What follows belongs to an exercise in optimizing a design on an open flow for small area; a production flow would make more cautious choices. Only simulation tests tie the RTL to the original design; equivalence was not proved. The clock port is modelled as an ideal driver; clocking choices that lean on that would not hold on a real chip. No activity file was given, so power comes from the tool's default toggle rates.

==> inputs of v34 <==
Design Pipelined_Processor, start of the top module:
module Pipelined_Processor(
    input CLK,
    input reset,
    output [7:0] imem_addr,
    input [15:0] imem_data,
    output [7:0] dmem_addr,
    output [7:0] dmem_wdata,
    output dmem_we,
    input [7:0] dmem_rdata,
    output [7:0] result
);
localparam C_NOP = 4'b0000, C_EQ  = 4'b0001, C_SRA = 4'b0010, C_SLL  = 4'b0011,
           C_AND = 4'b0100, C_OR  = 4'b0101, C_XOR = 4'b0110, C_NOT  = 4'b0111,
           C_ADD = 4'b1000, C_SUB = 4'b1001, C_MUL = 4'b1010, C_DIV  = 4'b1011,
           C_ADI = 4'b1100, C_LD  = 4'b1101, C_ST  = 4'b1110;
reg  [7:0] pc;
reg  [7:0] rf [0:7];
reg  [7:0] a_e, b_e;
reg  [2:0] imm_e, rd_e;
reg  [3:0] c_e;
reg  [7:0] res_m, wd_m;
reg  [2:0] rd_m;
reg        rw_m, mw_m, ld_m;
reg  [7:0] res_w;
reg  [2:0] rd_w;
reg        rw_w;
wire [3:0] op  = imem_data[15:12];
wire [2:0] fn  = imem_data[11:9];
wire [2:0] rd  = imem_data[8:6];
wire [2:0] rs1 = imem_data[5:3];
wire [2:0] rs2 = imem_data[2:0];
reg  [3:0] c_d;
always @(*) begin
    case (op)
        4'b0000:
            case (fn)
                3'b000: c_d = C_ADD;
                3'b001: c_d = C_SUB;
                3'b010: c_d = C_MUL;
                3'b011: c_d = C_DIV;
                3'b100: c_d = C_AND;
                3'b101: c_d = C_OR;
                3'b110: c_d = C_XOR;
                default: c_d = C_NOT;
            endcase
        4'b0001, 4'b1000: c_d = C_ADI;
        4'b0010: c_d = C_LD;
        4'b0011: c_d = C_ST;
        4'b0101, 4'b1001: c_d = C_EQ;
        4'b0110: c_d = C_SRA;
        4'b0111: c_d = C_SLL;
  ...
clock: 13.5 ns
lec_check: 0
cap_margin: 20
core_margin: 2
core_utilization: 50
cts_buf_list: sky130_fd_sc_hd__clkbuf_8
setup_slack_margin: -0.7
slew_margin: 20
synth_hierarchical: 1
standard.sh (not shown) runs the stock make flow with config.mk's settings and CLKGATE_MAP_FILE= SYNTH_SCRIPT=/design/flow/synth_recipe.tcl, a recipe that flattens the netlist after the stock synthesis.
==> flow/flow/run.sh <==
#!/bin/bash
# Own layout flow: the standard ORFS flow (standard.sh) with these changes:
#  - synthesis maps logic with flow/abc.script, an ABC script that maps for
#    area under a delay target (two rounds of dch + map), instead of ORFS's
#    speed script, and the AND-OR-invert cells of the operand selects with
#    ABC's area mapper (flow/abc_area.script); everything else in synthesis
#    is the standard flow's unchanged script;
#  - the port buffers use the smallest buffer cell (buf_1);
set -euo pipefail
W=$PWD
F=$W/flow

# The standard flow's synthesis script, with ORFS's synth.tcl using our ABC script
sed "s#source \$::env(SCRIPTS_DIR)/synth.tcl#source $W/synth_abc.tcl#" synth_recipe.tcl > $W/synth_recipe_abc.tcl
# (the small AND-OR-invert cells, module AndOrInv6, are mapped by
# flow/abc_area.script, ABC's area-oriented mapper; every other module by
# flow/abc.script)
sed "s#log_cmd abc {\*}\$abc_args#log_cmd abc {*}[lreplace \$abc_args 1 1 $F/abc.script] AndOrInv6 %n\n  log_cmd abc {*}[lreplace \$abc_args 1 1 $F/abc_area.script] AndOrInv6#" \
    $FLOW_HOME/scripts/synth.tcl > $W/synth_abc.tcl
grep -q "$W/synth_abc.tcl" $W/synth_recipe_abc.tcl
grep -q "$F/abc.script" $W/synth_abc.tcl
grep -q "$F/abc_area.script" $W/synth_abc.tcl

CTS="-sink_clustering_enable -repair_clock_nets -dont_use_dummy_load -buf_list sky130_fd_sc_hd__clkbuf_8"
export CTS_LEAF_SINKS=24
export CTS_LEAF_PY=$F/cts_leaf.py
cp $F/openroad_wrap.sh $W/openroad_wrap.sh
chmod +x $W/openroad_wrap.sh

bash standard.sh SYNTH_SCRIPT=$W/synth_recipe_abc.tcl \
    OPENROAD_EXE=$W/openroad_wrap.sh \
    "BUFFER_PORTS_ARGS=-buffer_cell sky130_fd_sc_hd__buf_1" \
    "CTS_ARGS=$CTS" POST_CTS_TCL=$F/cts_post.tcl finish > $W/make_finish.log 2>&1
==> flow/flow/abc.script <==
strash
dch
map -D 7000
strash
dch
map -D 7000
topo
stime -c
==> flow/flow/abc_area.script <==
strash
dch
amap
topo
stime -c
==> flow/flow/cts_leaf.py <==
# Run ORFS's cts.tcl with a larger limit on sinks per clock-tree leaf.
import os
from openroad import Tech, Design
tech = Tech()
design = Design(tech)
parms = design.getTritonCts().getParms()
parms.setNumMaxLeafSinks(int(os.environ.get("CTS_LEAF_SINKS", "24")))
print("clock tree: at most %d sinks per leaf" % parms.getNumMaxLeafSinks())
design.evalTclString("source $::env(SCRIPTS_DIR)/cts.tcl")
==> flow/flow/cts_post.tcl <==
# After clock-tree synthesis: upsize any clock buffer whose flip-flop clock
# pins see a slow clock edge, then legalize the placement again.
estimate_parasitics -placement
set upsized 0
foreach inst [get_cells -quiet -filter "ref_name == sky130_fd_sc_hd__clkbuf_8"] {
    set out [get_pins -quiet [get_full_name $inst]/X]
    if { [llength $out] == 0 } { continue }
    set worst 0.0
    foreach pin [get_pins -quiet -of_objects [get_nets -of_objects $out] -filter "direction == input"] {
        if { [get_property $pin lib_pin_name] != "CLK" } { continue }
        set s [get_property $pin slew_max]
        if { $s > $worst } { set worst $s }
    }
    if { $worst > 0.120 } {
        puts "upsizing [get_full_name $inst]: flip-flop clock slew [format %.3f $worst] ns"
        replace_cell $inst sky130_fd_sc_hd__clkbuf_16
        incr upsized
    }
}
if { $upsized > 0 } {
    detailed_placement
    check_placement -verbose
    estimate_parasitics -placement
}
==> flow/flow/openroad_wrap.sh <==
#!/bin/bash
# OpenROAD for the ORFS steps. The clock-tree step (cts.tcl) runs through
# OpenROAD's Python mode, which can raise TritonCTS's limit on sinks per
# H-tree leaf (fixed at 15 in the Tcl command) before sourcing ORFS's cts.tcl.
OR=/OpenROAD-flow-scripts/tools/install/OpenROAD/bin/openroad
for a in "$@"; do
    case "$a" in
        */scripts/cts.tcl)
            exec "$OR" -python -no_init -exit "$CTS_LEAF_PY" ;;
    esac
done
exec "$OR" "$@"
==> v23 (differences from v34) <==
--- a/flow/design.v
+++ b/flow/design.v
@@ -108,25 +108,31 @@
     end
 endgenerate
 wire bnz = ~(bz[1] & ~b[0]);
 wire [7:0] prod = st[7].o;
 wire [7:0] axb = a ^ b;
-wire en_ab  = (c_e == C_AND) | (c_e == C_OR);    
-wire en_axb = (c_e == C_XOR) | (c_e == C_OR);    
-wire en_na  = (c_e == C_NOT);
+reg  [3:0] lu;
+always @(*) begin
+    case (c_e)
+        C_AND:   lu = 4'b1000;
+        C_OR:    lu = 4'b1110;
+        C_XOR:   lu = 4'b0110;
+        C_NOT:   lu = 4'b0011;
+        default: lu = 4'b0000;
+    endcase
+end
 wire en_sum = c_e[3] & ~(c_e[1] & ~c_e[2]);      
 wire en_sra = (c_e == C_SRA);
 wire en_sll = (c_e == C_SLL);
 wire en_eq  = (c_e == C_EQ);
 wire [7:0] yl;                       
 generate
     for (i = 0; i < 8; i = i + 1) begin : gl
         wire sra_i = (i == 7) ? a[7] : a[(i == 7) ? 7 : i + 1];
         wire sll_i = (i == 0) ? 1'b0 : a[(i == 0) ? 0 : i - 1];
         wire eq_i  = (i == 0) ? (en_eq & ~|axb) : 1'b0;
-        wire lu_i = (en_ab & a[i] & b[i]) | (en_axb & axb[i]) | (en_na & ~a[i]);
-        assign yl[i] = (en_sum & sum[i]) | lu_i |
+        assign yl[i] = (en_sum & sum[i]) | lu[{a[i], b[i]}] |
                        (en_sra & sra_i) | (en_sll & sll_i) | eq_i;
     end
 endgenerate
 wire isdiv = (c_e == C_DIV);
 wire ismul = (c_e == C_MUL);
@@ -155,24 +161,24 @@
 wire fe1 = rw_e && (rd_e != 3'd0) && (rd_e == rs1);
 wire fm1 = rw_m && (rd_m != 3'd0) && (rd_m == rs1);
 wire fe2 = rw_e && (rd_e != 3'd0) && (rd_e == rs2);
 wire fm2 = rw_m && (rd_m != 3'd0) && (rd_m == rs2);
 wire [9:0] sel1, sel2;
-assign sel1[9] = fe1;
-assign sel1[8] = fm1 & ~fe1;
-assign sel2[9] = fe2;
-assign sel2[8] = fm2 & ~fe2;
+assign sel1[8] = fe1;
+assign sel1[9] = fm1 & ~fe1;
+assign sel2[8] = fe2;
+assign sel2[9] = fm2 & ~fe2;
 generate
     for (k = 0; k < 8; k = k + 1) begin : gsel
         assign sel1[k] = ~fe1 & ~fm1 & (rs1 == k);
         assign sel2[k] = ~fe2 & ~fm2 & (rs2 == k);
     end
 endgenerate
 wire [7:0] opa, opb;
 generate
     for (i = 0; i < 8; i = i + 1) begin : gop
-        wire [9:0] d = {y[i], wb_m[i], rf[7][i], rf[6][i], rf[5][i], rf[4][i],
+        wire [9:0] d = {wb_m[i], y[i], rf[7][i], rf[6][i], rf[5][i], rf[4][i],
                         rf[3][i], rf[2][i], rf[1][i], rf[0][i]};
         AndOr10 ua (.s(sel1), .d(d), .y(opa[i]));
         AndOr10 ub (.s(sel2), .d(d), .y(opb[i]));
     end
 endgenerate
@@ -236,18 +242,7 @@
 module AndOr10(
     input  [9:0] s,
     input  [9:0] d,
     output       y
 );
-wire n0, n1, n2;
-AndOrInv6 g0 (.s(s[2:0]), .d(d[2:0]), .y(n0));
-AndOrInv6 g1 (.s(s[5:3]), .d(d[5:3]), .y(n1));
-AndOrInv6 g2 (.s(s[8:6]), .d(d[8:6]), .y(n2));
-assign y = ~(n0 & n1 & n2 & ~(s[9] & d[9]));
+assign y = |(s & d);
 endmodule
-module AndOrInv6(
-    input  [2:0] s,
-    input  [2:0] d,
-    output       y
-);
-assign y = ~|(s & d);
-endmodule
==> flow/flow/run.sh (replaced) <==
#!/bin/bash
set -euo pipefail
W=$PWD
F=$W/flow
sed "s#source \$::env(SCRIPTS_DIR)/synth.tcl#source $W/synth_abc.tcl#" synth_recipe.tcl > $W/synth_recipe_abc.tcl
sed "s#log_cmd abc {\*}\$abc_args#log_cmd abc {*}[lreplace \$abc_args 1 1 $F/abc.script]#" \
    $FLOW_HOME/scripts/synth.tcl > $W/synth_abc.tcl
grep -q "$W/synth_abc.tcl" $W/synth_recipe_abc.tcl
grep -q "$F/abc.script" $W/synth_abc.tcl
CTS="-sink_clustering_enable -repair_clock_nets -dont_use_dummy_load -buf_list sky130_fd_sc_hd__clkbuf_8"
export CTS_LEAF_SINKS=24
export CTS_LEAF_PY=$F/cts_leaf.py
cp $F/openroad_wrap.sh $W/openroad_wrap.sh
chmod +x $W/openroad_wrap.sh
bash standard.sh SYNTH_SCRIPT=$W/synth_recipe_abc.tcl \
    OPENROAD_EXE=$W/openroad_wrap.sh \
    "BUFFER_PORTS_ARGS=-buffer_cell sky130_fd_sc_hd__buf_1" \
    "CTS_ARGS=$CTS" POST_CTS_TCL=$F/cts_post.tcl finish > $W/make_finish.log 2>&1
Settings changed: CAP_MARGIN 20 to 0, SLEW_MARGIN 20 to 0.
removed: flow/flow/abc_area.script
==> v32 (differences from v34) <==
--- a/flow/design.v
+++ b/flow/design.v
@@ -108,25 +108,31 @@
     end
 endgenerate
 wire bnz = ~(bz[1] & ~b[0]);
 wire [7:0] prod = st[7].o;
 wire [7:0] axb = a ^ b;
-wire en_ab  = (c_e == C_AND) | (c_e == C_OR);    
-wire en_axb = (c_e == C_XOR) | (c_e == C_OR);    
-wire en_na  = (c_e == C_NOT);
+reg  [3:0] lu;
+always @(*) begin
+    case (c_e)
+        C_AND:   lu = 4'b1000;
+        C_OR:    lu = 4'b1110;
+        C_XOR:   lu = 4'b0110;
+        C_NOT:   lu = 4'b0011;
+        default: lu = 4'b0000;
+    endcase
+end
 wire en_sum = c_e[3] & ~(c_e[1] & ~c_e[2]);      
 wire en_sra = (c_e == C_SRA);
 wire en_sll = (c_e == C_SLL);
 wire en_eq  = (c_e == C_EQ);
 wire [7:0] yl;                       
 generate
     for (i = 0; i < 8; i = i + 1) begin : gl
         wire sra_i = (i == 7) ? a[7] : a[(i == 7) ? 7 : i + 1];
         wire sll_i = (i == 0) ? 1'b0 : a[(i == 0) ? 0 : i - 1];
         wire eq_i  = (i == 0) ? (en_eq & ~|axb) : 1'b0;
-        wire lu_i = (en_ab & a[i] & b[i]) | (en_axb & axb[i]) | (en_na & ~a[i]);
-        assign yl[i] = (en_sum & sum[i]) | lu_i |
+        assign yl[i] = (en_sum & sum[i]) | lu[{a[i], b[i]}] |
                        (en_sra & sra_i) | (en_sll & sll_i) | eq_i;
     end
 endgenerate
 wire isdiv = (c_e == C_DIV);
 wire ismul = (c_e == C_MUL);
@@ -154,30 +160,22 @@
 wire [7:0] wb_m = ld_m ? dmem_rdata : res_m;    
 wire fe1 = rw_e && (rd_e != 3'd0) && (rd_e == rs1);
 wire fm1 = rw_m && (rd_m != 3'd0) && (rd_m == rs1);
 wire fe2 = rw_e && (rd_e != 3'd0) && (rd_e == rs2);
 wire fm2 = rw_m && (rd_m != 3'd0) && (rd_m == rs2);
-wire [9:0] sel1, sel2;
-assign sel1[9] = fe1;
-assign sel1[8] = fm1 & ~fe1;
-assign sel2[9] = fe2;
-assign sel2[8] = fm2 & ~fe2;
-generate
-    for (k = 0; k < 8; k = k + 1) begin : gsel
-        assign sel1[k] = ~fe1 & ~fm1 & (rs1 == k);
-        assign sel2[k] = ~fe2 & ~fm2 & (rs2 == k);
-    end
-endgenerate
-wire [7:0] opa, opb;
-generate
-    for (i = 0; i < 8; i = i + 1) begin : gop
-        wire [9:0] d = {y[i], wb_m[i], rf[7][i], rf[6][i], rf[5][i], rf[4][i],
-                        rf[3][i], rf[2][i], rf[1][i], rf[0][i]};
-        AndOr10 ua (.s(sel1), .d(d), .y(opa[i]));
-        AndOr10 ub (.s(sel2), .d(d), .y(opb[i]));
-    end
-endgenerate
+wire       se1 = fe1, sm1 = fm1 & ~fe1, sr1 = ~fe1 & ~fm1;
+wire       se2 = fe2, sm2 = fm2 & ~fe2, sr2 = ~fe2 & ~fm2;
+reg  [7:0] opa, opb;
+integer j;
+always @(*) begin
+    opa = (y & {8{se1}}) | (wb_m & {8{sm1}});
+    opb = (y & {8{se2}}) | (wb_m & {8{sm2}});
+    for (j = 0; j < 8; j = j + 1) begin
+        opa = opa | (rf[j] & {8{sr1 & (rs1 == j)}});
+        opb = opb | (rf[j] & {8{sr2 & (rs2 == j)}});
+    end
+end
 wire [7:0] imm   = {{5{rs2[2]}}, rs2};
 wire       selimm = (op == 4'b0100) || ((op == 4'b1001) && zero);
 wire       selrel = (op == 4'b0101) && zero;
 wire [7:0] pbase  = pc & {8{~selimm}};
 wire [7:0] poff   = (selimm || selrel) ? imm : 8'd1;
@@ -231,23 +229,5 @@
 assign dmem_addr  = res_m;
 assign dmem_wdata = wd_m;
 assign dmem_we    = mw_m;
 assign result     = res_w;
 endmodule
-module AndOr10(
-    input  [9:0] s,
-    input  [9:0] d,
-    output       y
-);
-wire n0, n1, n2;
-AndOrInv6 g0 (.s(s[2:0]), .d(d[2:0]), .y(n0));
-AndOrInv6 g1 (.s(s[5:3]), .d(d[5:3]), .y(n1));
-AndOrInv6 g2 (.s(s[8:6]), .d(d[8:6]), .y(n2));
-assign y = ~(n0 & n1 & n2 & ~(s[9] & d[9]));
-endmodule
-module AndOrInv6(
-    input  [2:0] s,
-    input  [2:0] d,
-    output       y
-);
-assign y = ~|(s & d);
-endmodule
==> flow/flow/run.sh (replaced) <==
#!/bin/bash
# Own layout flow: the standard ORFS flow (standard.sh) with three changes:
#  - synthesis maps logic with flow/abc.script, an area-oriented ABC script,
#    instead of ORFS's speed script (everything else in synthesis is unchanged);
#  - the port buffers use the smallest buffer cell;
#  - the clock tree is built without dummy loads.
# Each make run's full output goes to a log file in this folder; ORFS's own
# per-step logs are under orfs/logs.
set -euo pipefail
W=$PWD
F=$W/flow
sed "s#source \$::env(SCRIPTS_DIR)/synth.tcl#source $W/synth_abc.tcl#" synth_recipe.tcl > $W/synth_recipe_abc.tcl
sed "s#log_cmd abc {\*}\$abc_args#log_cmd abc {*}[lreplace \$abc_args 1 1 $F/abc.script]#" \
    $FLOW_HOME/scripts/synth.tcl > $W/synth_abc.tcl
grep -q "$W/synth_abc.tcl" $W/synth_recipe_abc.tcl
grep -q "$F/abc.script" $W/synth_abc.tcl
CTS="-sink_clustering_enable -repair_clock_nets -dont_use_dummy_load -buf_list sky130_fd_sc_hd__clkbuf_8"
bash standard.sh SYNTH_SCRIPT=$W/synth_recipe_abc.tcl \
    "BUFFER_PORTS_ARGS=-buffer_cell sky130_fd_sc_hd__buf_1" \
    "CTS_ARGS=$CTS" finish > $W/make_finish.log 2>&1
==> flow/flow/abc.script (replaced) <==
strash
dch
map -D 7000
topo
stime -c
Settings changed: SETUP_SLACK_MARGIN -0.7 to default, SYNTH_HIERARCHICAL 1 to default.
removed: flow/flow/abc_area.script
removed: flow/flow/cts_leaf.py
removed: flow/flow/cts_post.tcl
removed: flow/flow/openroad_wrap.sh
==> notes <==
Sequential share of layout area, highest first: v34, v23, v32. Of v32 and v34, v32 has the higher sequential power (gap about 0.7%, measured against v34). Die area, highest first: v32, v23, v34. Non-clock buffer count, lowest first: v23, v34, v32. Against v34, the clock skew of v23 is higher by 0.010 ns.

-- what the ideal ports hide --
The flow's constraints put no driver on any port. The routed layouts listed below were extracted and timed again, unchanged, in two steps. Step 1, drivers: a clkbuf_16 drives CLK and a buf_2 each remaining input, both assumed. Step 2 adds t to the input delays and takes it off the output delays; t is the mean of the earliest and latest rising clock arrival at the registers after step 1. Input paths then give back, and output paths get back, about the clock's delay inside the block. Slacks: no drivers / after step 1 / after step 2; pairs: no drivers / after step 1.
run | shift t [ns] | slack for setup (ns) | worst setup path after step 2
v34 | 0.416 | 0.671 / 0.671 / 0.671 | register to register
v23 | 0.415 | 0.589 / 0.589 / 0.589 | register to register
v32 | 0.461 | 1.011 / 1.011 / 1.011 | register to register
After both steps every run listed still meets setup and hold.
